This is an optimization exercise on Yosys and OpenROAD, whose aim is small area, a short achievable clock period and few clock cycles per item, not a production implementation. RTL that was checked went through simulation tests only; none was proved equivalent to the original. No activity file was given, so power comes from the tool's default toggle rates.

==> wip/amber <==
==> flow/design.v (excerpt) <==
module mcdf(
  input clk_i,
  input rstn_i,
  input [1:0]  cmd_i,
  input [8-1:0] cmd_addr_i,
  input [32-1:0] cmd_data_i,
  output[32-1:0] cmd_data_o,
  input [31:0] ch0_data_i,
  input  ch0_vld_i,
  input [31:0] ch1_data_i,
  input  ch1_vld_i,
  input [31:0] ch2_data_i,
  input  ch2_vld_i,
  output  ch0_ready_o,
  output  ch1_ready_o,
  output  ch2_ready_o,
  input  fmt_grant_i,
  output [1:0] fmt_chid_o,
  output fmt_req_o,
  output [5:0]  fmt_length_o,
  output [31:0] fmt_data_o,
  output fmt_start_o,
  output fmt_end_o );
clock: 6.0 ns
lec_check: 0
abc_clock_period_in_ps: 2400
cap_margin: 20
core_margin: 2
core_utilization: 45
cts_buf_list: sky130_fd_sc_hd__clkbuf_8
cts_cluster_size: 30
place_density: 0.6
setup_slack_margin: 3.6
slew_margin: 20
run.sh (not shown) runs the stock make flow with config.mk's settings and CLKGATE_MAP_FILE= SYNTH_SCRIPT=/design/flow/synth_recipe.tcl, a recipe that flattens the netlist after the stock synthesis.
==> wip/zinc: changes against wip/amber <==
==> flow/config.mk (replaced) <==
export PLATFORM = sky130hd
export DESIGN_NAME = mcdf
export DESIGN_NICKNAME = mcdf
export VERILOG_FILES = /design/flow/design.v
export SDC_FILE = /design/flow/constraint.sdc
export NUM_CORES = 4
export LEC_CHECK = 0
export CAP_MARGIN = 20
export CORE_MARGIN = 2
export CORE_UTILIZATION = 45
export PLACE_DENSITY = 0.6
export SLEW_MARGIN = 20
==> wip/maple: changes against wip/amber <==
==> flow/design.v (replaced) <==
module mcdf(
  input clk_i,
  input rstn_i,
  input [1:0]  cmd_i,
  input [8-1:0] cmd_addr_i,
  input [32-1:0] cmd_data_i,
  output[32-1:0] cmd_data_o,
  input [31:0] ch0_data_i,
  input  ch0_vld_i,
  input [31:0] ch1_data_i,
  input  ch1_vld_i,
  input [31:0] ch2_data_i,
  input  ch2_vld_i,
  output  ch0_ready_o,
  output  ch1_ready_o,
  output  ch2_ready_o,
  input  fmt_grant_i,
  output [1:0] fmt_chid_o,
  output fmt_req_o,
  output [5:0]  fmt_length_o,
  output [31:0] fmt_data_o,
  output fmt_start_o,
  output fmt_end_o );
reg [5:0] creg0, creg1, creg2;           
wire cmd_wr = (cmd_i == 2'b10);
wire cmd_rd = (cmd_i == 2'b01);
wire wr0 = cmd_wr & (cmd_addr_i == 8'h00);
wire wr1 = cmd_wr & (cmd_addr_i == 8'h04);
wire wr2 = cmd_wr & (cmd_addr_i == 8'h08);
always @(posedge clk_i or negedge rstn_i)
  if (!rstn_i) begin
    creg0 <= 6'h07; creg1 <= 6'h07; creg2 <= 6'h07;
  end else begin
    if (wr0) creg0 <= cmd_data_i[5:0];
    if (wr1) creg1 <= cmd_data_i[5:0];
    if (wr2) creg2 <= cmd_data_i[5:0];
  end
wire [2:0] en = {creg2[0], creg1[0], creg0[0]};
wire [2:0] en_n = {wr2 ? cmd_data_i[0] : creg2[0],
                   wr1 ? cmd_data_i[0] : creg1[0],
                   wr0 ? cmd_data_i[0] : creg0[0]};
function [4:0] lmask;
  input [2:0] code;
  case (code)
    3'd0: lmask = 5'd3;
    3'd1: lmask = 5'd7;
    3'd2: lmask = 5'd15;
    default: lmask = 5'd31;
  endcase
endfunction
function [2:0] code_of;
  input [1:0] ch;
  case (ch)
    2'd0: code_of = creg0[5:3];
    2'd1: code_of = creg1[5:3];
    default: code_of = creg2[5:3];
  endcase
endfunction
reg  [1023:0] ring;           
reg  [2:0]    sel_r;          
reg  [1:0]    ich;            
reg           in_busy;        
reg  [4:0]    in_cnt;         
reg  [4:0]    nw;             
reg           aligned;        
reg  [5:0]    free;           
reg           f0, f31, f32;   
reg  [4:0]    k;              
reg  [3:0]    count;          
reg  [1:0]    pq [0:7];       
reg           gnt_ok;
reg           req_r;
reg           start_r, end_r, sending;
reg  [4:0]    out_idx;
reg  [1:0]    chid_r;
reg  [5:0]    len_r;
reg  [5:0]    cmd_data_r;
wire emp   = f32 | (f31 & sending);                  
wire wr_ok = (aligned & (~f0 | sending)) | emp;      
wire [2:0] rdy = sel_r & {3{wr_ok}};
wire [2:0] vld = {ch2_vld_i, ch1_vld_i, ch0_vld_i};
wire [2:0] acc_v = rdy & vld;
wire acc = |acc_v;
wire [1:0] acc_ch = {acc_v[2], acc_v[1]};
assign ch0_ready_o = rdy[0];
assign ch1_ready_o = rdy[1];
assign ch2_ready_o = rdy[2];
wire [4:0] in_mask = lmask(code_of(ich));
wire in_last = (in_cnt == in_mask);
wire push = acc & ~in_busy;
wire [31:0] r31 = ring[1023:992];
wire [31:0] r0_n = ({32{rdy[0]}} & ch0_data_i) |
                   ({32{rdy[1]}} & ch1_data_i) |
                   ({32{rdy[2]}} & ch2_data_i) |
                   ({32{~(|rdy)}} & r31);
always @(posedge clk_i)
  ring <= {ring[991:0], r0_n};
assign fmt_data_o = r31;
wire has_head = (count != 4'd0);
wire head_inprog = (count == 4'd1) & in_busy;
wire at_tap = (~sending & (k == 5'd30)) | end_r;
wire start_d = has_head & gnt_ok & at_tap & (~head_inprog | (acc & in_last));
wire [3:0] cnt_a = count - {3'd0, start_r};       
wire busy_n = in_busy ? ~(acc & in_last) : acc;
wire [2:0] cand = vld & en_n & ~rdy;
reg  [2:0] pick;
always @(*) begin
  pick = 3'b000;
  case (ich)
    2'd0: if (cand[1]) pick = 3'b010; else if (cand[2]) pick = 3'b100; else if (cand[0]) pick = 3'b001;
          else if (en_n[0]) pick = 3'b001; else if (en_n[1]) pick = 3'b010; else if (en_n[2]) pick = 3'b100;
    2'd1: if (cand[2]) pick = 3'b100; else if (cand[0]) pick = 3'b001; else if (cand[1]) pick = 3'b010;
          else if (en_n[1]) pick = 3'b010; else if (en_n[2]) pick = 3'b100; else if (en_n[0]) pick = 3'b001;
    default:
          if (cand[0]) pick = 3'b001; else if (cand[1]) pick = 3'b010; else if (cand[2]) pick = 3'b100;
          else if (en_n[2]) pick = 3'b100; else if (en_n[0]) pick = 3'b001; else if (en_n[1]) pick = 3'b010;
  endcase
end
wire [2:0] ich_oh = {ich == 2'd2, ich == 2'd1, ich == 2'd0};
wire [2:0] sel_n = busy_n ? ((in_busy ? ich_oh : acc_v) & en_n) : pick;
integer i;
reg [2:0] busy;
always @(*) begin
  busy = 3'b000;
  if (in_busy) busy = busy | ich_oh;
  if (sending) busy = busy | {chid_r == 2'd2, chid_r == 2'd1, chid_r == 2'd0};
  for (i = 0; i < 8; i = i + 1)
    if (i < count)
      busy = busy | {pq[i] == 2'd2, pq[i] == 2'd1, pq[i] == 2'd0};
end
always @(posedge clk_i or negedge rstn_i)
  if (!rstn_i) begin
    sel_r <= 3'b000;
    ich <= 2'd0;
    in_busy <= 1'b0;
    in_cnt <= 5'd0;
    nw <= 5'd0;
    aligned <= 1'b0;
    free <= 6'd32;
    f0 <= 1'b0; f31 <= 1'b0; f32 <= 1'b1;
    k <= 5'd0;
    count <= 4'd0;
    gnt_ok <= 1'b0;
    req_r <= 1'b0;
    start_r <= 1'b0;
    end_r <= 1'b0;
    sending <= 1'b0;
    out_idx <= 5'd0;
    chid_r <= 2'd0;
    len_r <= 6'd32;
    cmd_data_r <= 6'd0;
  end else begin
    sel_r <= sel_n;
    if (push) ich <= acc_ch;
    in_busy <= busy_n;
    if (acc) in_cnt <= in_busy ? in_cnt + 5'd1 : 5'd1;
    nw <= acc ? 5'd0 : nw + 5'd1;
    aligned <= acc | (nw == 5'd31);
    free <= acc ? (free + {5'd0, sending} - 6'd1) : (free + {5'd0, sending});
    f0  <= acc ? ((free == 6'd1 & ~sending) | (f0 & sending))
               : (f0 & ~sending);
    f32 <= acc ? (f32 & sending)
               : (f32 | (f31 & sending));
    f31 <= acc ? ((f32 & ~sending) | (f31 & sending))
               : ((f31 & ~sending) | ((free == 6'd30) & sending));
    k <= (acc & emp) ? 5'd0 : (sending ? 5'd31 : k + 5'd1);
    count <= push ? cnt_a + 4'd1 : cnt_a;
    gnt_ok <= ~start_r & (gnt_ok | (req_r & fmt_grant_i));
    req_r <= (cnt_a > 4'd1) | ((cnt_a == 4'd1) & (push | ~start_d)) | ((cnt_a == 4'd0) & push);
    start_r <= start_d;
    sending <= start_d | (sending & ~end_r);
    end_r <= sending & ~end_r & ({1'b0, out_idx} == len_r - 6'd2);
    out_idx <= (sending & ~end_r) ? out_idx + 5'd1 : 5'd0;
    if (~(sending & ~end_r)) begin
      chid_r <= pq[0];
      len_r <= {1'b0, lmask(code_of(pq[0]))} + 6'd1;
    end
    if (cmd_rd)
      case (cmd_addr_i)
        8'h00: cmd_data_r <= creg0;
        8'h04: cmd_data_r <= creg1;
        8'h08: cmd_data_r <= creg2;
        8'h10:  cmd_data_r <= busy[0] ? free : 6'd32;
        8'h14:  cmd_data_r <= busy[1] ? free : 6'd32;
        8'h18:  cmd_data_r <= busy[2] ? free : 6'd32;
        default: ;
      endcase
  end
always @(posedge clk_i)
  for (i = 0; i < 8; i = i + 1)
    if (push && cnt_a == i)
      pq[i] <= acc_ch;
    else if (start_r)
      pq[i] <= (i < 7) ? pq[(i + 1) % 8] : pq[7];
assign fmt_req_o = req_r;
assign fmt_start_o = start_r;
assign fmt_end_o = end_r;
assign fmt_chid_o = chid_r;
assign fmt_length_o = len_r;
assign cmd_data_o = {26'd0, cmd_data_r};
endmodule
==> flow/config.mk (replaced) <==
export PLATFORM = sky130hd
export DESIGN_NAME = mcdf
export DESIGN_NICKNAME = mcdf
export VERILOG_FILES = /design/flow/design.v
export SDC_FILE = /design/flow/constraint.sdc
export NUM_CORES = 4
export LEC_CHECK = 0
export CAP_MARGIN = 20
export CORE_MARGIN = 2
export CORE_UTILIZATION = 45
export PLACE_DENSITY = 0.6
export SLEW_MARGIN = 20
==> summary.txt <==
- Via count: wip/zinc is lower than wip/amber (about 5%).
- Sequential share of layout area, lowest first: wip/amber, wip/zinc, wip/maple.
- In wip/zinc the power is higher than in wip/amber, by about 2.7%.
- Between wip/amber and wip/maple, the lower clock-buffer cell count is in wip/maple (gap 61).
- Of wip/amber and wip/maple, wip/maple has the higher hold slack (gap 0.021 ns).
- Against wip/zinc, the clock skew of wip/maple is lower by 0.011 ns.
- The highest non-clock buffer count belongs to wip/amber, the lowest to wip/zinc.
Testbench counts of wip/maple, summed over its fixed seeds: cycles 3,336, items 3,072.
The RTL of wip/amber and wip/zinc was laid out without a check of its function.

port drivers added, routing unchanged:
No port has a modelled driver above. Below, the same layouts with a new extraction and two added sets of constraints. Step 1 assumes that a clkbuf_16 drives the clock port and a buf_2 every other input. Step 2 moves the port delays by t, midway between the first and last clock arrival at a register: inputs arrive t later, outputs are due t later. That takes back most of the time a late clock gives input paths. Slacks: ideal ports / drivers / drivers and shift; pairs: ideal ports / drivers.
run	shift t [ns]	setup slack, ns	worst hold slack (ns)	slew at the worst register clock pin (ns)	worst data-port slew with drivers (ns)
wip/amber	0.818	3.255 / 3.197 / 2.694	0.295 / 0.295 / 0.295	0.07 / 0.07	0.06
wip/zinc	0.685	2.687 / 2.705 / 2.020	0.302 / 0.302 / 0.302	0.06 / 0.06	0.04
wip/maple	0.680	1.992 / 1.933 / 1.885	0.316 / 0.316 / 0.316	0.07 / 0.07	0.05
After both steps every run listed still meets setup and hold. For wip/zinc, which loses most, drivers alone change the setup slack by +0.018 ns; drivers and shift together by -0.667 ns.
